Background: an optimization exercise with open tools, aiming at small area and a short achievable clock period. Do not read the settings as production practice. Only the layout flow was run in this run; the RTL was not checked for function there.

`flow/config.mk`:
```
export PLATFORM = sky130hd
export DESIGN_NAME = CTE
export DESIGN_NICKNAME = CTE
export VERILOG_FILES = /design/flow/design.v
export SDC_FILE = /design/flow/constraint.sdc
export NUM_CORES = 4
export LEC_CHECK = 0
export CAP_MARGIN = 20
export CORE_MARGIN = 2
export CORE_UTILIZATION = 40
export SLEW_MARGIN = 20
export SYNTH_HIERARCHICAL = 1
```
`flow/constraint.sdc`:
```
create_clock -name core_clock -period 25.0 [get_ports {clk}]
set_input_delay 5.0000 -clock core_clock [delete_from_list [all_inputs] [get_ports {clk}]]
set_output_delay 5.0000 -clock core_clock [all_outputs]
set_load 0.01 [all_outputs]
```
`flow/design.v`:
```
`timescale 1ns/10ps
module CTE ( clk, reset, op_mode, in_en, yuv_in, rgb_in, busy, out_valid, rgb_out, yuv_out);
input   clk ;
input   reset ;
input   op_mode;
input   in_en;
output  busy;
output  out_valid;
input   [7:0]   yuv_in;
output  [23:0]  rgb_out;
input   [23:0]  rgb_in;
output  [7:0]   yuv_out;
reg [1:0] cnt;
reg busy_r, valid_r;
reg [23:0] d;
reg [15:0] np;
assign busy = busy_r;
assign out_valid = valid_r;
wire [7:0] yy = d[7:0], uu = d[23:16], vv = d[15:8];
wire [12:0] zz = np[12:0];
wire [23:0] rgb;
assign rgb_out = rgb;
wire m0_0 = ~zz[12] & (zz[11] | zz[3]);
wire m0_1 = ~zz[12] & (zz[11] | zz[4]);
wire m0_2 = ~zz[12] & (zz[11] | zz[5]);
wire m0_3 = ~zz[12] & (zz[11] | zz[6]);
wire m0_4 = ~zz[12] & (zz[11] | zz[7]);
wire m0_5 = ~zz[12] & (zz[11] | zz[8]);
wire m0_6 = ~zz[12] & (zz[11] | zz[9]);
wire m0_7 = ~zz[12] & (zz[11] | zz[10]);
wire m0_8 = ~uu[0];
wire m0_9 = ~uu[1];
wire m0_10 = ~uu[2];
wire m0_11 = ~uu[3];
wire m0_12 = ~uu[4];
wire m0_13 = ~uu[5];
wire m0_14 = ~uu[6];
wire m0_15 = ~vv[0];
wire m0_16 = ~vv[1];
wire m0_17 = ~vv[2];
wire m0_18 = ~vv[3];
wire m0_19 = ~vv[4];
wire m0_20 = ~vv[5];
wire m0_21 = ~vv[6];
wire m0_22 = ~vv[7];
wire m0_23, m0_24;
CTE_ha m0_i25 (.a(yy[0]), .b(m0_10), .s(m0_23), .co(m0_24));
wire m0_25, m0_26;
CTE_ha m0_i27 (.a(yy[1]), .b(m0_11), .s(m0_25), .co(m0_26));
wire m0_27, m0_28;
CTE_ha m0_i29 (.a(yy[2]), .b(m0_12), .s(m0_27), .co(m0_28));
wire m0_29, m0_30;
CTE_ha m0_i31 (.a(yy[3]), .b(m0_13), .s(m0_29), .co(m0_30));
wire m0_31, m0_32;
CTE_ha m0_i33 (.a(yy[4]), .b(m0_14), .s(m0_31), .co(m0_32));
wire m0_33, m0_34;
CTE_ha m0_i35 (.a(yy[5]), .b(uu[7]), .s(m0_33), .co(m0_34));
wire m0_35, m0_36;
CTE_ha m0_i37 (.a(m0_15), .b(vv[2]), .s(m0_35), .co(m0_36));
wire m0_37, m0_38;
CTE_fa m0_i39 (.a(m0_16), .b(vv[3]), .c(m0_24), .s(m0_37), .co(m0_38));
wire m0_39, m0_40;
CTE_fa m0_i41 (.a(m0_17), .b(vv[4]), .c(m0_26), .s(m0_39), .co(m0_40));
wire m0_41, m0_42;
CTE_fa m0_i43 (.a(m0_18), .b(vv[5]), .c(m0_28), .s(m0_41), .co(m0_42));
wire m0_43, m0_44;
CTE_fa m0_i45 (.a(m0_19), .b(vv[6]), .c(m0_30), .s(m0_43), .co(m0_44));
wire m0_45, m0_46;
CTE_fa m0_i47 (.a(m0_20), .b(m0_22), .c(m0_32), .s(m0_45), .co(m0_46));
wire m0_47 = ~(yy[6] ^ m0_21);
wire m0_48 = yy[6] | m0_21;
wire m0_49, m0_50;
CTE_ha m0_i51 (.a(m0_8), .b(vv[0]), .s(m0_49), .co(m0_50));
wire m0_51 = ~(m0_9 ^ vv[1]);
wire m0_52 = m0_9 | vv[1];
wire m0_53 = ~(m0_23 ^ m0_35);
wire m0_54 = m0_23 | m0_35;
wire m0_55, m0_56;
CTE_fa m0_i57 (.a(m0_36), .b(m0_25), .c(m0_37), .s(m0_55), .co(m0_56));
wire m0_57, m0_58;
CTE_fa m0_i59 (.a(m0_27), .b(m0_38), .c(m0_39), .s(m0_57), .co(m0_58));
wire m0_59, m0_60;
CTE_fa m0_i61 (.a(m0_29), .b(m0_40), .c(m0_41), .s(m0_59), .co(m0_60));
wire m0_61, m0_62;
CTE_fa m0_i63 (.a(m0_31), .b(m0_42), .c(m0_43), .s(m0_61), .co(m0_62));
wire m0_63, m0_64;
CTE_fa m0_i65 (.a(m0_33), .b(m0_44), .c(m0_45), .s(m0_63), .co(m0_64));
wire m0_65, m0_66;
CTE_fa m0_i67 (.a(m0_34), .b(m0_47), .c(m0_46), .s(m0_65), .co(m0_66));
wire m0_67, m0_68;
CTE_fa m0_i69 (.a(yy[7]), .b(vv[7]), .c(m0_48), .s(m0_67), .co(m0_68));
wire m0_69 = 1'b1 ^ m0_49;
wire m0_70 = 1'b1 & m0_49;
wire m0_71 = m0_50 ^ m0_51;
wire m0_72 = m0_50 & m0_51;
wire m0_73 = m0_52 ^ m0_53;
wire m0_74 = m0_52 & m0_53;
wire m0_75 = m0_54 ^ m0_55;
wire m0_76 = m0_54 & m0_55;
wire m0_77 = m0_56 ^ m0_57;
wire m0_78 = m0_56 & m0_57;
wire m0_79 = m0_58 ^ m0_59;
wire m0_80 = m0_58 & m0_59;
wire m0_81 = m0_60 ^ m0_61;
wire m0_82 = m0_60 & m0_61;
wire m0_83 = m0_62 ^ m0_63;
wire m0_84 = m0_62 & m0_63;
wire m0_85 = m0_64 ^ m0_65;
wire m0_86 = m0_64 & m0_65;
wire m0_87 = m0_66 ^ m0_67;
wire m0_88 = m0_66 & m0_67;
wire m0_89 = m0_68 ^ 1'b1;
wire m0_90 = m0_68 & 1'b1;
wire m0_91 = m0_74 | (m0_73 & m0_72);
wire m0_92 = m0_73 & m0_71;
wire m0_93 = m0_78 | (m0_77 & m0_76);
wire m0_94 = m0_77 & m0_75;
wire m0_95 = m0_82 | (m0_81 & m0_80);
wire m0_96 = m0_81 & m0_79;
wire m0_97 = m0_86 | (m0_85 & m0_84);
wire m0_98 = m0_85 & m0_83;
wire m0_99 = m0_90 | (m0_89 & m0_88);
wire m0_100 = m0_89 & m0_87;
wire m0_101 = m0_72 | (m0_71 & m0_70);
wire m0_102 = m0_91 | (m0_92 & m0_70);
wire m0_103 = m0_80 | (m0_79 & m0_93);
wire m0_104 = m0_79 & m0_94;
wire m0_105 = m0_95 | (m0_96 & m0_93);
wire m0_106 = m0_96 & m0_94;
wire m0_107 = m0_88 | (m0_87 & m0_97);
wire m0_108 = m0_87 & m0_98;
wire m0_109 = m0_99 | (m0_100 & m0_97);
wire m0_110 = m0_100 & m0_98;
wire m0_111 = m0_76 | (m0_75 & m0_102);
wire m0_112 = m0_93 | (m0_94 & m0_102);
wire m0_113 = m0_103 | (m0_104 & m0_102);
wire m0_114 = m0_105 | (m0_106 & m0_102);
wire m0_115 = 1'b1 & m0_109;
wire m0_116 = 1'b1 & m0_110;
wire m0_117 = m0_84 | (m0_83 & m0_114);
wire m0_118 = m0_97 | (m0_98 & m0_114);
wire m0_119 = m0_107 | (m0_108 & m0_114);
wire m0_120 = m0_109 | (m0_110 & m0_114);
wire m0_121 = m0_115 | (m0_116 & m0_114);
wire m0_122 = m0_71 ^ m0_70;
wire m0_123 = m0_73 ^ m0_101;
wire m0_124 = m0_75 ^ m0_102;
wire m0_125 = m0_77 ^ m0_111;
wire m0_126 = m0_79 ^ m0_112;
wire m0_127 = m0_81 ^ m0_113;
wire m0_128 = m0_83 ^ m0_114;
wire m0_129 = m0_85 ^ m0_117;
wire m0_130 = m0_87 ^ m0_118;
wire m0_131 = m0_89 ^ m0_119;
wire m0_132 = 1'b1 ^ m0_120;
wire m0_133 = ~m0_132 & (m0_131 | m0_123);
wire m0_134 = ~m0_132 & (m0_131 | m0_124);
wire m0_135 = ~m0_132 & (m0_131 | m0_125);
wire m0_136 = ~m0_132 & (m0_131 | m0_126);
wire m0_137 = ~m0_132 & (m0_131 | m0_127);
wire m0_138 = ~m0_132 & (m0_131 | m0_128);
wire m0_139 = ~m0_132 & (m0_131 | m0_129);
wire m0_140 = ~m0_132 & (m0_131 | m0_130);
wire m0_141 = ~uu[7];
wire m0_142 = yy[1] ^ uu[0];
wire m0_143 = yy[1] & uu[0];
wire m0_144 = yy[2] ^ uu[1];
wire m0_145 = yy[2] & uu[1];
wire m0_146 = yy[3] ^ uu[2];
wire m0_147 = yy[3] & uu[2];
wire m0_148 = yy[4] ^ uu[3];
wire m0_149 = yy[4] & uu[3];
wire m0_150 = yy[5] ^ uu[4];
wire m0_151 = yy[5] & uu[4];
wire m0_152 = yy[6] ^ uu[5];
wire m0_153 = yy[6] & uu[5];
wire m0_154 = yy[7] ^ uu[6];
wire m0_155 = yy[7] & uu[6];
wire m0_156 = m0_141 ^ 1'b1;
wire m0_157 = m0_141 & 1'b1;
wire m0_158 = m0_142 & yy[0];
wire m0_159 = m0_147 | (m0_146 & m0_145);
wire m0_160 = m0_146 & m0_144;
wire m0_161 = m0_151 | (m0_150 & m0_149);
wire m0_162 = m0_150 & m0_148;
wire m0_163 = m0_155 | (m0_154 & m0_153);
wire m0_164 = m0_154 & m0_152;
wire m0_165 = 1'b1 & m0_157;
wire m0_166 = 1'b1 & m0_156;
wire m0_167 = m0_145 | (m0_144 & m0_143);
wire m0_168 = m0_144 & m0_158;
wire m0_169 = m0_159 | (m0_160 & m0_143);
wire m0_170 = m0_160 & m0_158;
wire m0_171 = m0_153 | (m0_152 & m0_161);
wire m0_172 = m0_152 & m0_162;
wire m0_173 = m0_163 | (m0_164 & m0_161);
wire m0_174 = m0_164 & m0_162;
wire m0_175 = m0_149 | (m0_148 & m0_169);
wire m0_176 = m0_148 & m0_170;
wire m0_177 = m0_161 | (m0_162 & m0_169);
wire m0_178 = m0_162 & m0_170;
wire m0_179 = m0_171 | (m0_172 & m0_169);
wire m0_180 = m0_172 & m0_170;
wire m0_181 = m0_173 | (m0_174 & m0_169);
wire m0_182 = m0_174 & m0_170;
wire m0_183 = m0_157 | (m0_156 & m0_181);
wire m0_184 = m0_156 & m0_182;
wire m0_185 = m0_165 | (m0_166 & m0_181);
wire m0_186 = m0_166 & m0_182;
wire m0_187 = m0_144 ^ m0_143;
wire m0_188 = m0_146 ^ m0_167;
wire m0_189 = m0_148 ^ m0_169;
wire m0_190 = m0_150 ^ m0_175;
wire m0_191 = m0_152 ^ m0_177;
wire m0_192 = m0_154 ^ m0_179;
wire m0_193 = m0_156 ^ m0_181;
wire m0_194 = 1'b1 ^ m0_183;
wire m0_195 = ~m0_194 & (m0_193 | yy[0]);
wire m0_196 = ~m0_194 & (m0_193 | m0_142);
wire m0_197 = ~m0_194 & (m0_193 | m0_187);
wire m0_198 = ~m0_194 & (m0_193 | m0_188);
wire m0_199 = ~m0_194 & (m0_193 | m0_189);
wire m0_200 = ~m0_194 & (m0_193 | m0_190);
wire m0_201 = ~m0_194 & (m0_193 | m0_191);
wire m0_202 = ~m0_194 & (m0_193 | m0_192);
assign rgb = {m0_7, m0_6, m0_5, m0_4, m0_3, m0_2, m0_1, m0_0, m0_140, m0_139, m0_138, m0_137, m0_136, m0_135, m0_134, m0_133, m0_202, m0_201, m0_200, m0_199, m0_198, m0_197, m0_196, m0_195};
wire [7:0] ir = rgb_in[23:16], ig = rgb_in[15:8], ib = rgb_in[7:0];
wire [7:0] dr = d[23:16], dg = d[15:8], db = d[7:0];
wire sz = ((cnt == 2'd3) & ~(busy_r & valid_r)) | ((cnt == 2'd0) & busy_r);
wire su = (cnt == 2'd0) & ~busy_r, sy = cnt[0] & ~sz, sv = (cnt == 2'd2);
wire [15:0] na;
wire [7:0] q;
assign yuv_out = q;
wire ea_0 = (su & ir[0]) | (sv & dr[0]);
wire ea_1 = (su & ir[1]) | (sv & dr[1]) | (sy & dr[0]);
wire ea_2 = (su & ir[2]) | (sv & dr[2]) | (sy & dr[1]);
wire ea_3 = (su & ir[3]) | (sv & dr[3]) | (sy & dr[2]);
wire ea_4 = (su & ir[4]) | (sv & dr[4]) | (sy & dr[3]);
wire ea_5 = (su & ir[5]) | (sv & dr[5]) | (sy & dr[4]);
wire ea_6 = (su & ir[6]) | (sv & dr[6]) | (sy & dr[5]);
wire ea_7 = (su & ir[7]) | (sv & dr[7]) | (sy & dr[6]);
wire ea_8 = (sy & dr[7]);
wire ea_9 = (su & ~ir[0]) | (sy & dr[0]);
wire ea_10 = (su & ~ir[1]) | (sy & dr[1]) | (sv & dr[0]);
wire ea_11 = (su & ~ir[2]) | (sy & dr[2]) | (sv & dr[1]);
wire ea_12 = (su & ~ir[3]) | (sy & dr[3]) | (sv & dr[2]);
wire ea_13 = (su & ~ir[4]) | (sy & dr[4]) | (sv & dr[3]);
wire ea_14 = (su & ~ir[5]) | (sy & dr[5]) | (sv & dr[4]);
wire ea_15 = (su & ~ir[6]) | (sy & dr[6]) | (sv & dr[5]);
wire ea_16 = (su & ~ir[7]) | (sy & dr[7]) | (sv & dr[6]);
wire ea_17 = (sv & dr[7]);
wire ea_18 = (sz & dg[0]);
wire ea_19 = (sz & dg[1]);
wire ea_20 = (sz & dg[2]);
wire ea_21 = (sz & dg[3]);
wire ea_22 = (sz & dg[4]);
wire ea_23 = (sz & dg[5]);
wire ea_24 = (sy & dg[0]) | (su & ~ig[0]) | (sv & ~dg[0]) | (sz & dg[6]);
wire ea_25 = (sy & dg[1]) | (su & ~ig[1]) | (sv & ~dg[1]) | (sz & ~dg[7]);
wire ea_26 = (sy & dg[2]) | (su & ~ig[2]) | (sv & ~dg[2]);
wire ea_27 = (sy & dg[3]) | (su & ~ig[3]) | (sv & ~dg[3]);
wire ea_28 = (sy & dg[4]) | (su & ~ig[4]) | (sv & ~dg[4]);
wire ea_29 = (sy & dg[5]) | (su & ~ig[5]) | (sv & ~dg[5]);
wire ea_30 = (sy & dg[6]) | (su & ~ig[6]) | (sv & ~dg[6]);
wire ea_31 = (sy & dg[7]) | (su & ~ig[7]) | (sv & ~dg[7]);
wire ea_32 = (su & ig[0]) | ((sy|sz) & dg[0]);
wire ea_33 = (su & ig[1]) | ((sy|sz) & dg[1]);
wire ea_34 = (su & ig[2]) | ((sy|sz) & dg[2]);
wire ea_35 = (su & ig[3]) | ((sy|sz) & dg[3]);
wire ea_36 = (su & ig[4]) | ((sy|sz) & dg[4]);
wire ea_37 = (su & ig[5]) | ((sy|sz) & dg[5]);
wire ea_38 = (su & ig[6]) | ((sy|sz) & dg[6]);
wire ea_39 = (su & ig[7]) | (sy & dg[7]) | (sz & ~dg[7]);
wire ea_40 = (su & ig[0]) | (sz & dg[0]);
wire ea_41 = (su & ig[1]) | (sz & dg[1]);
wire ea_42 = (su & ig[2]) | (sz & dg[2]);
wire ea_43 = (su & ig[3]) | (sz & dg[3]) | (sy & dg[0]);
wire ea_44 = (su & ig[4]) | (sz & dg[4]) | (sy & dg[1]);
wire ea_45 = (su & ig[5]) | (sz & dg[5]) | (sy & dg[2]);
wire ea_46 = (su & ig[6]) | (sz & dg[6]) | (sy & dg[3]);
wire ea_47 = (su & ig[7]) | (sz & ~dg[7]) | (sy & dg[4]);
wire ea_48 = (sy & dg[5]);
wire ea_49 = (sy & dg[6]);
wire ea_50 = (sy & dg[7]);
wire ea_51 = (su & ib[0]) | ((sy|sz) & db[0]) | (sv & ~db[0]);
wire ea_52 = (su & ib[1]) | ((sy|sz) & db[1]) | (sv & ~db[1]);
wire ea_53 = (su & ib[2]) | ((sy|sz) & db[2]) | (sv & ~db[2]);
wire ea_54 = (su & ib[3]) | ((sy|sz) & db[3]) | (sv & ~db[3]);
wire ea_55 = (su & ib[4]) | ((sy|sz) & db[4]) | (sv & ~db[4]);
wire ea_56 = (su & ib[5]) | ((sy|sz) & db[5]) | (sv & ~db[5]);
wire ea_57 = (su & ib[6]) | ((sy|sz) & db[6]) | (sv & ~db[6]);
wire ea_58 = (su & ib[7]) | ((sy|sz) & db[7]) | (sv & ~db[7]);
wire ea_59 = (su & ib[0]) | (sy & db[0]);
wire ea_60 = (su & ib[1]) | (sy & db[1]);
wire ea_61 = (su & ib[2]) | (sy & db[2]);
wire ea_62 = (su & ib[3]) | (sy & db[3]);
wire ea_63 = (su & ib[4]) | (sy & db[4]);
wire ea_64 = (su & ib[5]) | (sy & db[5]);
wire ea_65 = (su & ib[6]) | (sy & db[6]);
wire ea_66 = (su & ib[7]) | (sy & db[7]);
wire ea_67 = (sy & db[0]);
wire ea_68 = (sy & db[1]);
wire ea_69 = (sy & db[2]);
wire ea_70 = (sy & db[3]);
wire ea_71 = (sy & db[4]);
wire ea_72 = (sy & db[5]);
wire ea_73 = (su & ib[0]) | (sy & db[6]);
wire ea_74 = (su & ib[1]) | (sy & db[7]);
wire ea_75 = (su & ib[2]);
wire ea_76 = (su & ib[3]);
wire ea_77 = (su & ib[4]);
wire ea_78 = (su & ib[5]);
wire ea_79 = (su & ib[6]);
wire ea_80 = (su & ib[7]);
wire ea_81 = su|sy|sv;
wire ea_82 = su|sy|sv;
wire ea_83 = sz;
wire ea_84 = sv;
wire ea_85 = su|sy|sv;
wire ea_86 = su;
wire ea_87 = sy;
wire ea_88 = sy|sz;
wire ea_89 = su|sv|sz;
wire ea_90 = su|sy|sv;
wire ea_91 = sv|sz;
wire ea_92 = su|sy|sz;
wire ea_93 = su|sz;
wire ea_94 = su|sy|sz;
wire ea_95 = su|sz;
wire ea_96, ea_97;
CTE_fa ea_i98 (.a(ea_0), .b(ea_21), .c(ea_32), .s(ea_96), .co(ea_97));
wire ea_98, ea_99;
CTE_fa ea_i100 (.a(ea_1), .b(ea_22), .c(ea_33), .s(ea_98), .co(ea_99));
wire ea_100, ea_101;
CTE_ha ea_i102 (.a(ea_42), .b(ea_52), .s(ea_100), .co(ea_101));
wire ea_102, ea_103;
CTE_fa ea_i104 (.a(ea_2), .b(ea_9), .c(ea_23), .s(ea_102), .co(ea_103));
wire ea_104, ea_105;
CTE_fa ea_i106 (.a(ea_34), .b(ea_43), .c(ea_53), .s(ea_104), .co(ea_105));
wire ea_106, ea_107;
CTE_ha ea_i108 (.a(ea_62), .b(ea_72), .s(ea_106), .co(ea_107));
wire ea_108, ea_109;
CTE_fa ea_i110 (.a(ea_3), .b(ea_10), .c(ea_24), .s(ea_108), .co(ea_109));
wire ea_110, ea_111;
CTE_fa ea_i112 (.a(ea_35), .b(ea_44), .c(ea_54), .s(ea_110), .co(ea_111));
wire ea_112, ea_113;
CTE_fa ea_i114 (.a(ea_63), .b(ea_73), .c(ea_87), .s(ea_112), .co(ea_113));
wire ea_114, ea_115;
CTE_fa ea_i116 (.a(ea_4), .b(ea_11), .c(ea_25), .s(ea_114), .co(ea_115));
wire ea_116, ea_117;
CTE_fa ea_i118 (.a(ea_36), .b(ea_45), .c(ea_55), .s(ea_116), .co(ea_117));
wire ea_118, ea_119;
CTE_fa ea_i120 (.a(ea_64), .b(ea_74), .c(ea_88), .s(ea_118), .co(ea_119));
wire ea_120, ea_121;
CTE_fa ea_i122 (.a(ea_5), .b(ea_12), .c(ea_26), .s(ea_120), .co(ea_121));
wire ea_122, ea_123;
CTE_fa ea_i124 (.a(ea_37), .b(ea_46), .c(ea_56), .s(ea_122), .co(ea_123));
wire ea_124, ea_125;
CTE_fa ea_i126 (.a(ea_65), .b(ea_75), .c(ea_89), .s(ea_124), .co(ea_125));
wire ea_126, ea_127;
CTE_fa ea_i128 (.a(ea_6), .b(ea_13), .c(ea_27), .s(ea_126), .co(ea_127));
wire ea_128, ea_129;
CTE_fa ea_i130 (.a(ea_38), .b(ea_47), .c(ea_57), .s(ea_128), .co(ea_129));
wire ea_130, ea_131;
CTE_fa ea_i132 (.a(ea_66), .b(ea_76), .c(ea_90), .s(ea_130), .co(ea_131));
wire ea_132, ea_133;
CTE_fa ea_i134 (.a(ea_7), .b(ea_14), .c(ea_28), .s(ea_132), .co(ea_133));
wire ea_134, ea_135;
CTE_fa ea_i136 (.a(ea_39), .b(ea_48), .c(ea_58), .s(ea_134), .co(ea_135));
wire ea_136, ea_137;
CTE_fa ea_i138 (.a(ea_8), .b(ea_15), .c(ea_29), .s(ea_136), .co(ea_137));
wire ea_138, ea_139;
CTE_ha ea_i140 (.a(ea_20), .b(ea_40), .s(ea_138), .co(ea_139));
wire ea_140, ea_141;
CTE_fa ea_i142 (.a(ea_41), .b(ea_51), .c(ea_60), .s(ea_140), .co(ea_141));
wire ea_142, ea_143;
CTE_ha ea_i144 (.a(ea_70), .b(ea_84), .s(ea_142), .co(ea_143));
wire ea_144, ea_145;
CTE_fa ea_i146 (.a(ea_61), .b(ea_71), .c(ea_85), .s(ea_144), .co(ea_145));
wire ea_146, ea_147;
CTE_fa ea_i148 (.a(ea_97), .b(ea_98), .c(ea_100), .s(ea_146), .co(ea_147));
wire ea_148, ea_149;
CTE_fa ea_i150 (.a(ea_86), .b(ea_99), .c(ea_101), .s(ea_148), .co(ea_149));
wire ea_150, ea_151;
CTE_fa ea_i152 (.a(ea_102), .b(ea_104), .c(ea_106), .s(ea_150), .co(ea_151));
wire ea_152, ea_153;
CTE_fa ea_i154 (.a(ea_103), .b(ea_105), .c(ea_107), .s(ea_152), .co(ea_153));
wire ea_154, ea_155;
CTE_fa ea_i156 (.a(ea_108), .b(ea_110), .c(ea_112), .s(ea_154), .co(ea_155));
wire ea_156, ea_157;
CTE_fa ea_i158 (.a(ea_109), .b(ea_111), .c(ea_113), .s(ea_156), .co(ea_157));
wire ea_158, ea_159;
CTE_fa ea_i160 (.a(ea_114), .b(ea_116), .c(ea_118), .s(ea_158), .co(ea_159));
wire ea_160, ea_161;
CTE_fa ea_i162 (.a(ea_115), .b(ea_117), .c(ea_119), .s(ea_160), .co(ea_161));
wire ea_162, ea_163;
CTE_fa ea_i164 (.a(ea_120), .b(ea_122), .c(ea_124), .s(ea_162), .co(ea_163));
wire ea_164, ea_165;
CTE_fa ea_i166 (.a(ea_121), .b(ea_123), .c(ea_125), .s(ea_164), .co(ea_165));
wire ea_166, ea_167;
CTE_fa ea_i168 (.a(ea_126), .b(ea_128), .c(ea_130), .s(ea_166), .co(ea_167));
wire ea_168, ea_169;
CTE_fa ea_i170 (.a(ea_77), .b(ea_127), .c(ea_129), .s(ea_168), .co(ea_169));
wire ea_170, ea_171;
CTE_fa ea_i172 (.a(ea_131), .b(ea_132), .c(ea_134), .s(ea_170), .co(ea_171));
wire ea_172, ea_173;
CTE_fa ea_i174 (.a(ea_49), .b(ea_78), .c(ea_91), .s(ea_172), .co(ea_173));
wire ea_174, ea_175;
CTE_fa ea_i176 (.a(ea_133), .b(ea_135), .c(ea_136), .s(ea_174), .co(ea_175));
wire ea_176, ea_177;
CTE_fa ea_i178 (.a(ea_16), .b(ea_30), .c(ea_50), .s(ea_176), .co(ea_177));
wire ea_178, ea_179;
CTE_fa ea_i180 (.a(ea_79), .b(ea_92), .c(ea_137), .s(ea_178), .co(ea_179));
wire ea_180, ea_181;
CTE_fa ea_i182 (.a(ea_17), .b(ea_31), .c(ea_80), .s(ea_180), .co(ea_181));
wire ea_182, ea_183;
CTE_ha ea_i184 (.a(ea_59), .b(ea_69), .s(ea_182), .co(ea_183));
wire ea_184, ea_185;
CTE_fa ea_i186 (.a(ea_139), .b(ea_96), .c(ea_140), .s(ea_184), .co(ea_185));
wire ea_186, ea_187;
CTE_fa ea_i188 (.a(ea_141), .b(ea_143), .c(ea_144), .s(ea_186), .co(ea_187));
wire ea_188, ea_189;
CTE_fa ea_i190 (.a(ea_145), .b(ea_147), .c(ea_148), .s(ea_188), .co(ea_189));
wire ea_190, ea_191;
CTE_fa ea_i192 (.a(ea_149), .b(ea_151), .c(ea_152), .s(ea_190), .co(ea_191));
wire ea_192, ea_193;
CTE_fa ea_i194 (.a(ea_153), .b(ea_155), .c(ea_156), .s(ea_192), .co(ea_193));
wire ea_194, ea_195;
CTE_fa ea_i196 (.a(ea_157), .b(ea_159), .c(ea_160), .s(ea_194), .co(ea_195));
wire ea_196, ea_197;
CTE_fa ea_i198 (.a(ea_161), .b(ea_163), .c(ea_164), .s(ea_196), .co(ea_197));
wire ea_198, ea_199;
CTE_fa ea_i200 (.a(ea_165), .b(ea_167), .c(ea_168), .s(ea_198), .co(ea_199));
wire ea_200, ea_201;
CTE_fa ea_i202 (.a(ea_172), .b(ea_169), .c(ea_171), .s(ea_200), .co(ea_201));
wire ea_202, ea_203;
CTE_fa ea_i204 (.a(ea_173), .b(ea_176), .c(ea_175), .s(ea_202), .co(ea_203));
wire ea_204, ea_205;
CTE_fa ea_i206 (.a(ea_93), .b(ea_177), .c(ea_180), .s(ea_204), .co(ea_205));
wire ea_206, ea_207;
CTE_ha ea_i208 (.a(ea_18), .b(ea_67), .s(ea_206), .co(ea_207));
wire ea_208, ea_209;
CTE_fa ea_i210 (.a(ea_19), .b(ea_68), .c(ea_82), .s(ea_208), .co(ea_209));
wire ea_210, ea_211;
CTE_fa ea_i212 (.a(ea_83), .b(ea_138), .c(ea_182), .s(ea_210), .co(ea_211));
wire ea_212, ea_213;
CTE_fa ea_i214 (.a(ea_183), .b(ea_142), .c(ea_184), .s(ea_212), .co(ea_213));
wire ea_214, ea_215;
CTE_fa ea_i216 (.a(ea_185), .b(ea_146), .c(ea_186), .s(ea_214), .co(ea_215));
wire ea_216, ea_217;
CTE_fa ea_i218 (.a(ea_187), .b(ea_150), .c(ea_188), .s(ea_216), .co(ea_217));
wire ea_218, ea_219;
CTE_fa ea_i220 (.a(ea_154), .b(ea_189), .c(ea_190), .s(ea_218), .co(ea_219));
wire ea_220, ea_221;
CTE_fa ea_i222 (.a(ea_158), .b(ea_191), .c(ea_192), .s(ea_220), .co(ea_221));
wire ea_222, ea_223;
CTE_fa ea_i224 (.a(ea_162), .b(ea_193), .c(ea_194), .s(ea_222), .co(ea_223));
wire ea_224, ea_225;
CTE_fa ea_i226 (.a(ea_166), .b(ea_195), .c(ea_196), .s(ea_224), .co(ea_225));
wire ea_226, ea_227;
CTE_fa ea_i228 (.a(ea_170), .b(ea_197), .c(ea_198), .s(ea_226), .co(ea_227));
wire ea_228, ea_229;
CTE_fa ea_i230 (.a(ea_174), .b(ea_199), .c(ea_200), .s(ea_228), .co(ea_229));
wire ea_230, ea_231;
CTE_fa ea_i232 (.a(ea_178), .b(ea_201), .c(ea_202), .s(ea_230), .co(ea_231));
wire ea_232, ea_233;
CTE_fa ea_i234 (.a(ea_179), .b(ea_204), .c(ea_203), .s(ea_232), .co(ea_233));
wire ea_234, ea_235;
CTE_fa ea_i236 (.a(ea_94), .b(ea_181), .c(ea_205), .s(ea_234), .co(ea_235));
wire ea_236 = ea_81 ^ ea_206;
wire ea_237 = ea_81 & ea_206;
wire ea_238 = ea_207 ^ ea_208;
wire ea_239 = ea_207 & ea_208;
wire ea_240 = ea_209 ^ ea_210;
wire ea_241 = ea_209 & ea_210;
wire ea_242 = ea_211 ^ ea_212;
wire ea_243 = ea_211 & ea_212;
wire ea_244 = ea_213 ^ ea_214;
wire ea_245 = ea_213 & ea_214;
wire ea_246 = ea_215 ^ ea_216;
wire ea_247 = ea_215 & ea_216;
wire ea_248 = ea_217 ^ ea_218;
wire ea_249 = ea_217 & ea_218;
wire ea_250 = ea_219 ^ ea_220;
wire ea_251 = ea_219 & ea_220;
wire ea_252 = ea_221 ^ ea_222;
wire ea_253 = ea_221 & ea_222;
wire ea_254 = ea_223 ^ ea_224;
wire ea_255 = ea_223 & ea_224;
wire ea_256 = ea_225 ^ ea_226;
wire ea_257 = ea_225 & ea_226;
wire ea_258 = ea_227 ^ ea_228;
wire ea_259 = ea_227 & ea_228;
wire ea_260 = ea_229 ^ ea_230;
wire ea_261 = ea_229 & ea_230;
wire ea_262 = ea_231 ^ ea_232;
wire ea_263 = ea_231 & ea_232;
wire ea_264 = ea_233 ^ ea_234;
wire ea_265 = ea_233 & ea_234;
wire ea_266 = ea_235 ^ ea_95;
wire ea_267 = ea_235 & ea_95;
wire ea_268 = ea_239 | (ea_238 & ea_237);
wire ea_269 = ea_238 & ea_236;
wire ea_270 = ea_243 | (ea_242 & ea_241);
wire ea_271 = ea_242 & ea_240;
wire ea_272 = ea_247 | (ea_246 & ea_245);
wire ea_273 = ea_246 & ea_244;
wire ea_274 = ea_251 | (ea_250 & ea_249);
wire ea_275 = ea_250 & ea_248;
wire ea_276 = ea_255 | (ea_254 & ea_253);
wire ea_277 = ea_254 & ea_252;
wire ea_278 = ea_259 | (ea_258 & ea_257);
wire ea_279 = ea_258 & ea_256;
wire ea_280 = ea_263 | (ea_262 & ea_261);
wire ea_281 = ea_262 & ea_260;
wire ea_282 = ea_267 | (ea_266 & ea_265);
wire ea_283 = ea_266 & ea_264;
wire ea_284 = ea_241 | (ea_240 & ea_268);
wire ea_285 = ea_240 & ea_269;
wire ea_286 = ea_270 | (ea_271 & ea_268);
wire ea_287 = ea_271 & ea_269;
wire ea_288 = ea_249 | (ea_248 & ea_272);
wire ea_289 = ea_248 & ea_273;
wire ea_290 = ea_274 | (ea_275 & ea_272);
wire ea_291 = ea_275 & ea_273;
wire ea_292 = ea_257 | (ea_256 & ea_276);
wire ea_293 = ea_256 & ea_277;
wire ea_294 = ea_278 | (ea_279 & ea_276);
wire ea_295 = ea_279 & ea_277;
wire ea_296 = ea_265 | (ea_264 & ea_280);
wire ea_297 = ea_264 & ea_281;
wire ea_298 = ea_282 | (ea_283 & ea_280);
wire ea_299 = ea_283 & ea_281;
wire ea_300 = ea_245 | (ea_244 & ea_286);
wire ea_301 = ea_244 & ea_287;
wire ea_302 = ea_272 | (ea_273 & ea_286);
wire ea_303 = ea_273 & ea_287;
wire ea_304 = ea_288 | (ea_289 & ea_286);
wire ea_305 = ea_289 & ea_287;
wire ea_306 = ea_290 | (ea_291 & ea_286);
wire ea_307 = ea_291 & ea_287;
wire ea_308 = ea_261 | (ea_260 & ea_294);
wire ea_309 = ea_260 & ea_295;
wire ea_310 = ea_280 | (ea_281 & ea_294);
wire ea_311 = ea_281 & ea_295;
wire ea_312 = ea_296 | (ea_297 & ea_294);
wire ea_313 = ea_297 & ea_295;
wire ea_314 = ea_298 | (ea_299 & ea_294);
wire ea_315 = ea_299 & ea_295;
wire ea_316 = ea_253 | (ea_252 & ea_306);
wire ea_317 = ea_252 & ea_307;
wire ea_318 = ea_276 | (ea_277 & ea_306);
wire ea_319 = ea_277 & ea_307;
wire ea_320 = ea_292 | (ea_293 & ea_306);
wire ea_321 = ea_293 & ea_307;
wire ea_322 = ea_294 | (ea_295 & ea_306);
wire ea_323 = ea_295 & ea_307;
wire ea_324 = ea_308 | (ea_309 & ea_306);
wire ea_325 = ea_309 & ea_307;
wire ea_326 = ea_310 | (ea_311 & ea_306);
wire ea_327 = ea_311 & ea_307;
wire ea_328 = ea_312 | (ea_313 & ea_306);
wire ea_329 = ea_313 & ea_307;
wire ea_330 = ea_314 | (ea_315 & ea_306);
wire ea_331 = ea_315 & ea_307;
wire ea_332 = ea_238 ^ ea_237;
wire ea_333 = ea_240 ^ ea_268;
wire ea_334 = ea_242 ^ ea_284;
wire ea_335 = ea_244 ^ ea_286;
wire ea_336 = ea_246 ^ ea_300;
wire ea_337 = ea_248 ^ ea_302;
wire ea_338 = ea_250 ^ ea_304;
wire ea_339 = ea_252 ^ ea_306;
wire ea_340 = ea_254 ^ ea_316;
wire ea_341 = ea_256 ^ ea_318;
wire ea_342 = ea_258 ^ ea_320;
wire ea_343 = ea_260 ^ ea_322;
wire ea_344 = ea_262 ^ ea_324;
wire ea_345 = ea_264 ^ ea_326;
wire ea_346 = ea_266 ^ ea_328;
assign na = {ea_346, ea_345, ea_344, ea_343, ea_342, ea_341, ea_340, ea_339, ea_338, ea_337, ea_336, ea_335, ea_334, ea_333, ea_332, ea_236};
wire eb_n236 = np[0];
wire eb_n332 = np[1];
wire eb_n333 = np[2];
wire eb_n334 = np[3];
wire eb_n335 = np[4];
wire eb_n336 = np[5];
wire eb_n337 = np[6];
wire eb_n338 = np[7];
wire eb_n339 = np[8];
wire eb_n340 = np[9];
wire eb_n341 = np[10];
wire eb_n342 = np[11];
wire eb_n343 = np[12];
wire eb_n344 = np[13];
wire eb_n345 = np[14];
wire eb_n346 = np[15];
wire eb_0, eb_1;
CTE_ha eb_i2 (.a(eb_n236), .b(eb_n332), .s(eb_0), .co(eb_1));
wire eb_2, eb_3;
CTE_fa eb_i4 (.a(eb_n332), .b(eb_n333), .c(eb_n337), .s(eb_2), .co(eb_3));
wire eb_4, eb_5;
CTE_fa eb_i6 (.a(eb_n333), .b(eb_n334), .c(eb_n338), .s(eb_4), .co(eb_5));
wire eb_6, eb_7;
CTE_fa eb_i8 (.a(eb_n334), .b(eb_n335), .c(eb_n339), .s(eb_6), .co(eb_7));
wire eb_8, eb_9;
CTE_ha eb_i10 (.a(eb_n335), .b(eb_n336), .s(eb_8), .co(eb_9));
wire eb_10, eb_11;
CTE_ha eb_i12 (.a(eb_n334), .b(eb_n335), .s(eb_10), .co(eb_11));
wire eb_12, eb_13;
CTE_fa eb_i14 (.a(eb_n236), .b(eb_n335), .c(eb_n336), .s(eb_12), .co(eb_13));
wire eb_14, eb_15;
CTE_ha eb_i16 (.a(eb_n338), .b(eb_n341), .s(eb_14), .co(eb_15));
wire eb_16, eb_17;
CTE_fa eb_i18 (.a(eb_0), .b(eb_n336), .c(eb_n337), .s(eb_16), .co(eb_17));
wire eb_18, eb_19;
CTE_fa eb_i20 (.a(eb_n339), .b(eb_n342), .c(eb_n343), .s(eb_18), .co(eb_19));
wire eb_20, eb_21;
CTE_fa eb_i22 (.a(eb_1), .b(eb_n338), .c(eb_2), .s(eb_20), .co(eb_21));
wire eb_22, eb_23;
CTE_fa eb_i24 (.a(eb_n340), .b(eb_n343), .c(eb_n344), .s(eb_22), .co(eb_23));
wire eb_24, eb_25;
CTE_fa eb_i26 (.a(eb_3), .b(eb_n339), .c(eb_n341), .s(eb_24), .co(eb_25));
wire eb_26, eb_27;
CTE_fa eb_i28 (.a(eb_n344), .b(eb_n345), .c(eb_4), .s(eb_26), .co(eb_27));
wire eb_28, eb_29;
CTE_fa eb_i30 (.a(eb_5), .b(eb_n340), .c(eb_n342), .s(eb_28), .co(eb_29));
wire eb_30, eb_31;
CTE_fa eb_i32 (.a(eb_n345), .b(eb_n346), .c(eb_6), .s(eb_30), .co(eb_31));
wire eb_32, eb_33;
CTE_fa eb_i34 (.a(eb_8), .b(eb_7), .c(eb_n340), .s(eb_32), .co(eb_33));
wire eb_34, eb_35;
CTE_fa eb_i36 (.a(eb_n341), .b(eb_n343), .c(eb_n346), .s(eb_34), .co(eb_35));
wire eb_36, eb_37;
CTE_fa eb_i38 (.a(eb_n336), .b(eb_n337), .c(eb_9), .s(eb_36), .co(eb_37));
wire eb_38, eb_39;
CTE_fa eb_i40 (.a(eb_n341), .b(eb_n342), .c(eb_n344), .s(eb_38), .co(eb_39));
wire eb_40, eb_41;
CTE_fa eb_i42 (.a(eb_n337), .b(eb_n338), .c(eb_n342), .s(eb_40), .co(eb_41));
wire eb_42, eb_43;
CTE_ha eb_i44 (.a(eb_n343), .b(eb_n345), .s(eb_42), .co(eb_43));
wire eb_44, eb_45;
CTE_fa eb_i46 (.a(eb_n338), .b(eb_n339), .c(eb_n343), .s(eb_44), .co(eb_45));
wire eb_46, eb_47;
CTE_ha eb_i48 (.a(eb_n344), .b(eb_n346), .s(eb_46), .co(eb_47));
wire eb_48, eb_49;
CTE_fa eb_i50 (.a(eb_n339), .b(eb_n340), .c(eb_n344), .s(eb_48), .co(eb_49));
wire eb_50, eb_51;
CTE_ha eb_i52 (.a(eb_n340), .b(eb_n341), .s(eb_50), .co(eb_51));
wire eb_52, eb_53;
CTE_ha eb_i54 (.a(eb_n337), .b(eb_10), .s(eb_52), .co(eb_53));
wire eb_54, eb_55;
CTE_fa eb_i56 (.a(eb_11), .b(eb_12), .c(eb_n342), .s(eb_54), .co(eb_55));
wire eb_56, eb_57;
CTE_fa eb_i58 (.a(eb_13), .b(eb_16), .c(eb_15), .s(eb_56), .co(eb_57));
wire eb_58, eb_59;
CTE_fa eb_i60 (.a(eb_17), .b(eb_20), .c(eb_19), .s(eb_58), .co(eb_59));
wire eb_60, eb_61;
CTE_fa eb_i62 (.a(eb_21), .b(eb_23), .c(eb_24), .s(eb_60), .co(eb_61));
wire eb_62, eb_63;
CTE_fa eb_i64 (.a(eb_25), .b(eb_27), .c(eb_28), .s(eb_62), .co(eb_63));
wire eb_64, eb_65;
CTE_fa eb_i66 (.a(eb_29), .b(eb_31), .c(eb_32), .s(eb_64), .co(eb_65));
wire eb_66, eb_67;
CTE_fa eb_i68 (.a(eb_36), .b(eb_33), .c(eb_35), .s(eb_66), .co(eb_67));
wire eb_68, eb_69;
CTE_fa eb_i70 (.a(eb_37), .b(eb_39), .c(eb_40), .s(eb_68), .co(eb_69));
wire eb_70, eb_71;
CTE_fa eb_i72 (.a(eb_41), .b(eb_43), .c(eb_44), .s(eb_70), .co(eb_71));
wire eb_72, eb_73;
CTE_fa eb_i74 (.a(eb_n345), .b(eb_45), .c(eb_47), .s(eb_72), .co(eb_73));
wire eb_74, eb_75;
CTE_fa eb_i76 (.a(eb_n345), .b(eb_n346), .c(eb_49), .s(eb_74), .co(eb_75));
wire eb_76, eb_77;
CTE_fa eb_i78 (.a(eb_n341), .b(eb_n342), .c(eb_n346), .s(eb_76), .co(eb_77));
wire eb_78, eb_79;
CTE_ha eb_i80 (.a(eb_52), .b(eb_n340), .s(eb_78), .co(eb_79));
wire eb_80, eb_81;
CTE_fa eb_i82 (.a(eb_53), .b(eb_14), .c(eb_54), .s(eb_80), .co(eb_81));
wire eb_82, eb_83;
CTE_fa eb_i84 (.a(eb_55), .b(eb_18), .c(eb_56), .s(eb_82), .co(eb_83));
wire eb_84, eb_85;
CTE_fa eb_i86 (.a(eb_22), .b(eb_57), .c(eb_58), .s(eb_84), .co(eb_85));
wire eb_86, eb_87;
CTE_fa eb_i88 (.a(eb_26), .b(eb_59), .c(eb_60), .s(eb_86), .co(eb_87));
wire eb_88, eb_89;
CTE_fa eb_i90 (.a(eb_30), .b(eb_61), .c(eb_62), .s(eb_88), .co(eb_89));
wire eb_90, eb_91;
CTE_fa eb_i92 (.a(eb_34), .b(eb_63), .c(eb_64), .s(eb_90), .co(eb_91));
wire eb_92, eb_93;
CTE_fa eb_i94 (.a(eb_38), .b(eb_65), .c(eb_66), .s(eb_92), .co(eb_93));
wire eb_94, eb_95;
CTE_fa eb_i96 (.a(eb_42), .b(eb_67), .c(eb_68), .s(eb_94), .co(eb_95));
wire eb_96, eb_97;
CTE_fa eb_i98 (.a(eb_46), .b(eb_69), .c(eb_70), .s(eb_96), .co(eb_97));
wire eb_98, eb_99;
CTE_fa eb_i100 (.a(eb_48), .b(eb_71), .c(eb_72), .s(eb_98), .co(eb_99));
wire eb_100, eb_101;
CTE_fa eb_i102 (.a(eb_50), .b(eb_73), .c(eb_74), .s(eb_100), .co(eb_101));
wire eb_102, eb_103;
CTE_fa eb_i104 (.a(eb_51), .b(eb_76), .c(eb_75), .s(eb_102), .co(eb_103));
wire eb_104, eb_105;
CTE_fa eb_i106 (.a(eb_n342), .b(eb_n343), .c(eb_77), .s(eb_104), .co(eb_105));
wire eb_106, eb_107;
CTE_ha eb_i108 (.a(eb_n343), .b(eb_n344), .s(eb_106), .co(eb_107));
wire eb_108, eb_109;
CTE_ha eb_i110 (.a(eb_n344), .b(eb_n345), .s(eb_108), .co(eb_109));
wire eb_110, eb_111;
CTE_ha eb_i112 (.a(eb_n345), .b(eb_n346), .s(eb_110), .co(eb_111));
wire eb_112 = eb_n341 ^ eb_78;
wire eb_113 = eb_n341 & eb_78;
wire eb_114 = eb_79 ^ eb_80;
wire eb_115 = eb_79 & eb_80;
wire eb_116 = eb_81 ^ eb_82;
wire eb_117 = eb_81 & eb_82;
wire eb_118 = eb_83 ^ eb_84;
wire eb_119 = eb_83 & eb_84;
wire eb_120 = eb_85 ^ eb_86;
wire eb_121 = eb_85 & eb_86;
wire eb_122 = eb_87 ^ eb_88;
wire eb_123 = eb_87 & eb_88;
wire eb_124 = eb_89 ^ eb_90;
wire eb_125 = eb_89 & eb_90;
wire eb_126 = eb_91 ^ eb_92;
wire eb_127 = eb_91 & eb_92;
wire eb_128 = eb_93 ^ eb_94;
wire eb_129 = eb_93 & eb_94;
wire eb_130 = eb_95 ^ eb_96;
wire eb_131 = eb_95 & eb_96;
wire eb_132 = eb_97 ^ eb_98;
wire eb_133 = eb_97 & eb_98;
wire eb_134 = eb_99 ^ eb_100;
wire eb_135 = eb_99 & eb_100;
wire eb_136 = eb_101 ^ eb_102;
wire eb_137 = eb_101 & eb_102;
wire eb_138 = eb_103 ^ eb_104;
wire eb_139 = eb_103 & eb_104;
wire eb_140 = eb_105 ^ eb_106;
wire eb_141 = eb_105 & eb_106;
wire eb_142 = eb_107 ^ eb_108;
wire eb_143 = eb_107 & eb_108;
wire eb_144 = eb_109 ^ eb_110;
wire eb_145 = eb_109 & eb_110;
wire eb_146 = eb_111 ^ eb_n346;
wire eb_147 = eb_111 & eb_n346;
wire eb_148 = eb_115 | (eb_114 & eb_113);
wire eb_149 = eb_114 & eb_112;
wire eb_150 = eb_119 | (eb_118 & eb_117);
wire eb_151 = eb_118 & eb_116;
wire eb_152 = eb_123 | (eb_122 & eb_121);
wire eb_153 = eb_122 & eb_120;
wire eb_154 = eb_127 | (eb_126 & eb_125);
wire eb_155 = eb_126 & eb_124;
wire eb_156 = eb_131 | (eb_130 & eb_129);
wire eb_157 = eb_130 & eb_128;
wire eb_158 = eb_135 | (eb_134 & eb_133);
wire eb_159 = eb_134 & eb_132;
wire eb_160 = eb_139 | (eb_138 & eb_137);
wire eb_161 = eb_138 & eb_136;
wire eb_162 = eb_143 | (eb_142 & eb_141);
wire eb_163 = eb_142 & eb_140;
wire eb_164 = eb_147 | (eb_146 & eb_145);
wire eb_165 = eb_146 & eb_144;
wire eb_166 = eb_117 | (eb_116 & eb_148);
wire eb_167 = eb_116 & eb_149;
wire eb_168 = eb_150 | (eb_151 & eb_148);
wire eb_169 = eb_151 & eb_149;
wire eb_170 = eb_125 | (eb_124 & eb_152);
wire eb_171 = eb_124 & eb_153;
wire eb_172 = eb_154 | (eb_155 & eb_152);
wire eb_173 = eb_155 & eb_153;
wire eb_174 = eb_133 | (eb_132 & eb_156);
wire eb_175 = eb_132 & eb_157;
wire eb_176 = eb_158 | (eb_159 & eb_156);
wire eb_177 = eb_159 & eb_157;
wire eb_178 = eb_141 | (eb_140 & eb_160);
wire eb_179 = eb_140 & eb_161;
wire eb_180 = eb_162 | (eb_163 & eb_160);
wire eb_181 = eb_163 & eb_161;
wire eb_182 = eb_121 | (eb_120 & eb_168);
wire eb_183 = eb_120 & eb_169;
wire eb_184 = eb_152 | (eb_153 & eb_168);
wire eb_185 = eb_153 & eb_169;
wire eb_186 = eb_170 | (eb_171 & eb_168);
wire eb_187 = eb_171 & eb_169;
wire eb_188 = eb_172 | (eb_173 & eb_168);
wire eb_189 = eb_173 & eb_169;
wire eb_190 = eb_137 | (eb_136 & eb_176);
wire eb_191 = eb_136 & eb_177;
wire eb_192 = eb_160 | (eb_161 & eb_176);
wire eb_193 = eb_161 & eb_177;
wire eb_194 = eb_178 | (eb_179 & eb_176);
wire eb_195 = eb_179 & eb_177;
wire eb_196 = eb_180 | (eb_181 & eb_176);
wire eb_197 = eb_181 & eb_177;
wire eb_198 = eb_129 | (eb_128 & eb_188);
wire eb_199 = eb_128 & eb_189;
wire eb_200 = eb_156 | (eb_157 & eb_188);
wire eb_201 = eb_157 & eb_189;
wire eb_202 = eb_174 | (eb_175 & eb_188);
wire eb_203 = eb_175 & eb_189;
wire eb_204 = eb_176 | (eb_177 & eb_188);
wire eb_205 = eb_177 & eb_189;
wire eb_206 = eb_190 | (eb_191 & eb_188);
wire eb_207 = eb_191 & eb_189;
wire eb_208 = eb_192 | (eb_193 & eb_188);
wire eb_209 = eb_193 & eb_189;
wire eb_210 = eb_194 | (eb_195 & eb_188);
wire eb_211 = eb_195 & eb_189;
wire eb_212 = eb_196 | (eb_197 & eb_188);
wire eb_213 = eb_197 & eb_189;
wire eb_214 = eb_145 | (eb_144 & eb_212);
wire eb_215 = eb_144 & eb_213;
wire eb_216 = eb_164 | (eb_165 & eb_212);
wire eb_217 = eb_165 & eb_213;
wire eb_218 = eb_114 ^ eb_113;
wire eb_219 = eb_116 ^ eb_148;
wire eb_220 = eb_118 ^ eb_166;
wire eb_221 = eb_120 ^ eb_168;
wire eb_222 = eb_122 ^ eb_182;
wire eb_223 = eb_124 ^ eb_184;
wire eb_224 = eb_126 ^ eb_186;
wire eb_225 = eb_128 ^ eb_188;
wire eb_226 = eb_130 ^ eb_198;
wire eb_227 = eb_132 ^ eb_200;
wire eb_228 = eb_134 ^ eb_202;
wire eb_229 = eb_136 ^ eb_204;
wire eb_230 = eb_138 ^ eb_206;
wire eb_231 = eb_140 ^ eb_208;
wire eb_232 = eb_142 ^ eb_210;
wire eb_233 = eb_144 ^ eb_212;
wire eb_234 = eb_146 ^ eb_214;
assign q = {~eb_234, eb_233, eb_232, eb_231, eb_230, eb_229, eb_228, eb_227};
always @(posedge clk or posedge reset) begin
    if (reset) begin
        cnt <= 2'd0;
        busy_r <= 1'b0;
        valid_r <= 1'b0;
    end else if (op_mode) begin
        if (in_en) begin
            cnt <= cnt + 2'd1;
            busy_r <= ~cnt[0];
            valid_r <= 1'b1;
        end
    end else begin
        if (busy_r && valid_r) begin
            busy_r <= 1'b0;
            valid_r <= 1'b0;
        end else if (busy_r && cnt == 2'd0) begin
            valid_r <= 1'b1;
        end else if (busy_r) begin
            busy_r <= 1'b0;
            valid_r <= 1'b1;
        end else if (in_en) begin
            cnt <= cnt + 2'd1;
            if (cnt[1]) busy_r <= 1'b1;
            if (cnt == 2'd3) valid_r <= 1'b0;
        end
    end
end
always @(posedge clk) begin
    if (in_en || sz) np <= na;
    if (op_mode) begin
        if (in_en && !cnt[0]) d <= rgb_in;
    end else if (in_en && !busy_r) begin
        if (cnt == 2'd0) d[23:16] <= yuv_in;
        if (cnt == 2'd2) d[15:8] <= yuv_in;
        if (cnt[0]) d[7:0] <= yuv_in;
    end
end
endmodule
module CTE_fa (a, b, c, s, co);
input a, b, c; output s, co;
assign s = a ^ b ^ c;
assign co = (a & b) | (a & c) | (b & c);
endmodule
module CTE_ha (a, b, s, co);
input a, b; output s, co;
assign s = a ^ b;
assign co = a & b;
endmodule
```
`flow/flow/run.sh`:
```
#!/bin/bash
# Standard layout (the standard.sh: standard synthesis and ORFS flow), with the
# port buffers made from buf_2 instead of the default delay buffer.
set -euo pipefail
bash standard.sh "BUFFER_PORTS_ARGS=-buffer_cell sky130_fd_sc_hd__buf_2" finish > standard_flow.log 2>&1
```
`flow/standard.sh`:
```
#!/bin/bash
# synth_recipe.tcl (not shown) runs the flow's synth.tcl, then flattens the netlist and writes it again
# the make line also repeats each setting of config.mk as NAME=value (left out here)
make -C /OpenROAD-flow-scripts/flow DESIGN_CONFIG=/design/flow/config.mk WORK_HOME=/design/flow/orfs CLKGATE_MAP_FILE= SYNTH_SCRIPT=/design/flow/synth_recipe.tcl "${@:-finish}"
```
==> impl_metrics.toml <==
[floorplanning]
coreArea_um2 = 18600
die_height_um = 141
die_w_um = 141
dieArea_um2 = 19900
ios = 70
floorplan.initialDensity_pct = 40.4
rows = 50

[synth]
synth_common_cells = "fa_1, nand2_1, ha_1"
synth_area_um2 = 7500
yosys.area.top_type = "fa_1"
synth.avg_cell_area_um2 = 10.3
synth_edf_count = 40
synth_compound_area_share_pct = 10.9
async_reset_ff_share_pct = 9.09
ys_types = 55
synthFlopType = "edfxtp_1"
synth_fa_ha_area_share_pct = 48.5
yosysWarnings = 7
ys_seq_area_share_pct = 17.3
synth_mux_area_share_pct = 0.150
synth-simple-area-share_pct = 12.7
synth.net_count = 971
yosysMostFrequentCell = "fa_1"
yosys-top-cells-area = "fa_1, edfxtp_1, ha_1"
postSynthCellCount = 728
synth_xor_area_share_pct = 3.27
yosys.area.top_type_share_pct = 34.4
synth-seq-cells = 44
synth_top_family_by_area = "adder cells"

[route]
drc = 0
viasPerCell = 5.30
antenna_left = 0
wire_per_inst_um = 17.7
wl_mm = 17.5
routed-via-count = 5237
drtIter0Drc = 286
first_pass_iters = 5

[cells_and_area]
layout.nets = 996
final_area_um2 = 8010
drive_gt1_share_pct = 12.3
area_growth_syn_to_layout_pct = 6.72
antenna_cells = 0
n_fill_cell = 1802

[placement]
dp_hpwl_mm = 14.9
portBuffers = 69
pre_cts_ws_ps = 15510
gp_congestion = 0.903
dpl_cell_area_um2 = 7840

[global_route]
grt_pass1_vias = 5541
grt-ovfl-total = 0
grt_max_degree = 41
antenna_found_initial = 0
grtUsageTotal_pct = 18.7
grt_pass1_wl_mm = 28.8

[timing]
setup-tns-final_ps = 0
rsz0062_at_grt = "false"
min_period_ps = 9780
finalCritPeriodShare_pct = 39.1
slew_viol_final = 0
hold_viol = 0
slew_headroom_pct = 28.9
skew_ps = 12.7
fin_ws_ps = 15220
fmax_mhz = 102
report.final.setup_viol = 0
worstMarginPinSlew_ps = 1070
hold_ws_ps = 590

[worst_setup_path]
slowest_stage = "edfxtp_1"
worstPathCellList = "fa_1 > fa_1 > fa_1 > fa_1 > ha_1 > a211oi_1 > o21ai_0 > o211ai_1 > a21oi_1 > nand2b_1 > a211o_1 > fa_1 > xnor2_1 > buf_2"
crit_path_max_incr_delay_ps = 540
end_kind = "primary output"
cp_max_fo = 6
path_class = "reg2out"
cp-start-kind = "flip-flop"
cp.arrival_ps = 4780
timing.critical_path.mode_cell = "fa_1"
cp.required_ps = 20000

[clock_network]
postCtsSetupBuffers = 0
clock_sinks = 44
clock_path_buffers = 2
clk_latency_ps = 310
numCtsBuffers = 5
clk_pin_slew_ps = 70
cts_root_buf = "clkbuf_16"
cts_tree = "built"
postCtsResizedCells = 0
postCtsHoldBufs = 0
h-tree-depth = 2

[flow_run]
cap_violations = 0

[min_path]
min_path_type = "reg2reg"

[run_status]
outcome = "timing/DRC/antenna clean"
## metal layers
metal,global-route usage [%],wire length (um)
met1,24.6,7540
met2,32.5,8730
met3,2.28,850
met4,5.42,405
met5,0,0
## per-module statistics from Yosys, one instance, submodules excluded
module  copies in the design  cells  area [um2]
CTE                        1    582        4780
CTE_ha                    26      1        12.5
CTE_fa                   120      1        20.0
## stage by stage
stage / std cells / utilization [%]
finish: 988 / 43.1
global route: 988 / 43.1
CTS: 988 / 43.1
detailed placement: 980 / 42.2
global placement: 980 / 42.2
floorplan: 728 / -
## placed cells by master (no fill, tap or decap), drive strengths merged, types with 2 or more instances in the layout
cell	Yosys	layout
a211o	4	4
a211oi	3	3
a21boi	2	2
a21o	14	14
a21oi	29	29
a221o	2	2
a221oi	2	2
a22o	6	6
a311oi	2	2
a31oi	2	2
and2	14	14
buf	35	70
clkbuf	17	5
dfrtp	4	4
edfxtp	40	40
fa	129	129
ha	78	78
inv	60	61
maj3	7	7
nand2	112	112
nand2b	19	19
nand3	7	7
nand4	2	2
nor2	39	39
nor2b	4	4
nor3	6	6
o2111ai	2	2
o211ai	17	17
o21a	7	7
o21ai	10	10
o21bai	2	2
o221ai	5	5
o22ai	3	3
or2	3	3
xnor2	20	20
xor2	8	8
## flip-flops by register name (all words and copies together) (netlist names)
register and flops:
busy_r 1, valid_r 1, np 16, cnt 2, d 24
## worst max-delay path: cells and delay by family, from the launching register on
| kind | cells | cell delay [ps] |
|---|---|---|
| AO/OA/AOI/OAI | 5 | 890 |
| XOR/XNOR | 1 | 150 |
| adder cells (fa/ha/maj) | 6 | 2530 |
| buffers and inverters | 1 | 140 |
| flip-flops | 1 | 540 |
| AND/OR/NAND/NOR | 1 | 220 |
## cells by family (layout without fill, tap and decap cells)
| family | count (synthesis) | count (layout) |
|---|---|---|
| buffers and inverters | 113 | 139 |
| XOR/XNOR | 28 | 28 |
| multiplexers | 1 | 1 |
| AO/OA/AOI/OAI | 115 | 115 |
| adder cells (fa/ha/maj) | 214 | 214 |
| AND/OR/NAND/NOR | 213 | 213 |
| flip-flops | 44 | 44 |
## layout make-up
cell class / count / area (um2) / share of cell area, %
Clock inverter: 3 / 46.3 / 0.578
Clock buffer: 5 / 125 / 1.56
Sequential cell: 44 / 1300 / 16.2
Timing Repair Buffer: 70 / 353 / 4.41
Tap cell: 234 / 293 / 3.66
Multi-Input combinational cell: 571 / 5660 / 70.7
Inverter: 61 / 229 / 2.86
## final timing paths
| check | startpoint | end | slack, ps | cells past startpoint |
|---|---|---|---|---|
| max in group asynchronous | reset | cnt[0] | 20290 | 2 |
| min in group asynchronous | reset | busy_r | 4560 | 2 |
| max | np[7] | yuv_out[7] | 15220 | 14 |
| min | cnt[0] | cnt[0] | 590 | 1 |
| min reg2reg | cnt[0] | cnt[0] | 590 | 1 |
| max reg2reg | cnt[0] | np[13] | 18430 | 16 |

[re-timing with driven ports]
Ports are ideal in the flow. The routed layout listed here was re-timed in OpenROAD. Step 1 (the two cells are an assumption about what drives the block):
set clk [get_ports {clk}]
set_driving_cell -lib_cell sky130_fd_sc_hd__clkbuf_16 $clk
set_driving_cell -lib_cell sky130_fd_sc_hd__buf_2 [delete_from_list [all_inputs] $clk]
Step 2, shift: input delay + t, output delay - t, t = (earliest + latest rising clock arrival at the registers) / 2. This alone moves slack from input paths to output paths. Slacks: ideal ports / drivers / drivers and shift; pairs: ideal ports / drivers.
shift t [ns]: 0.342
setup WS [ns]: 15.223 / 15.183 / 15.525
cell pins on the clock port's net: 1
After both steps setup and hold are still met in this run. The setup slack of this run moves by -0.040 ns with the drivers and by +0.302 ns with both steps.
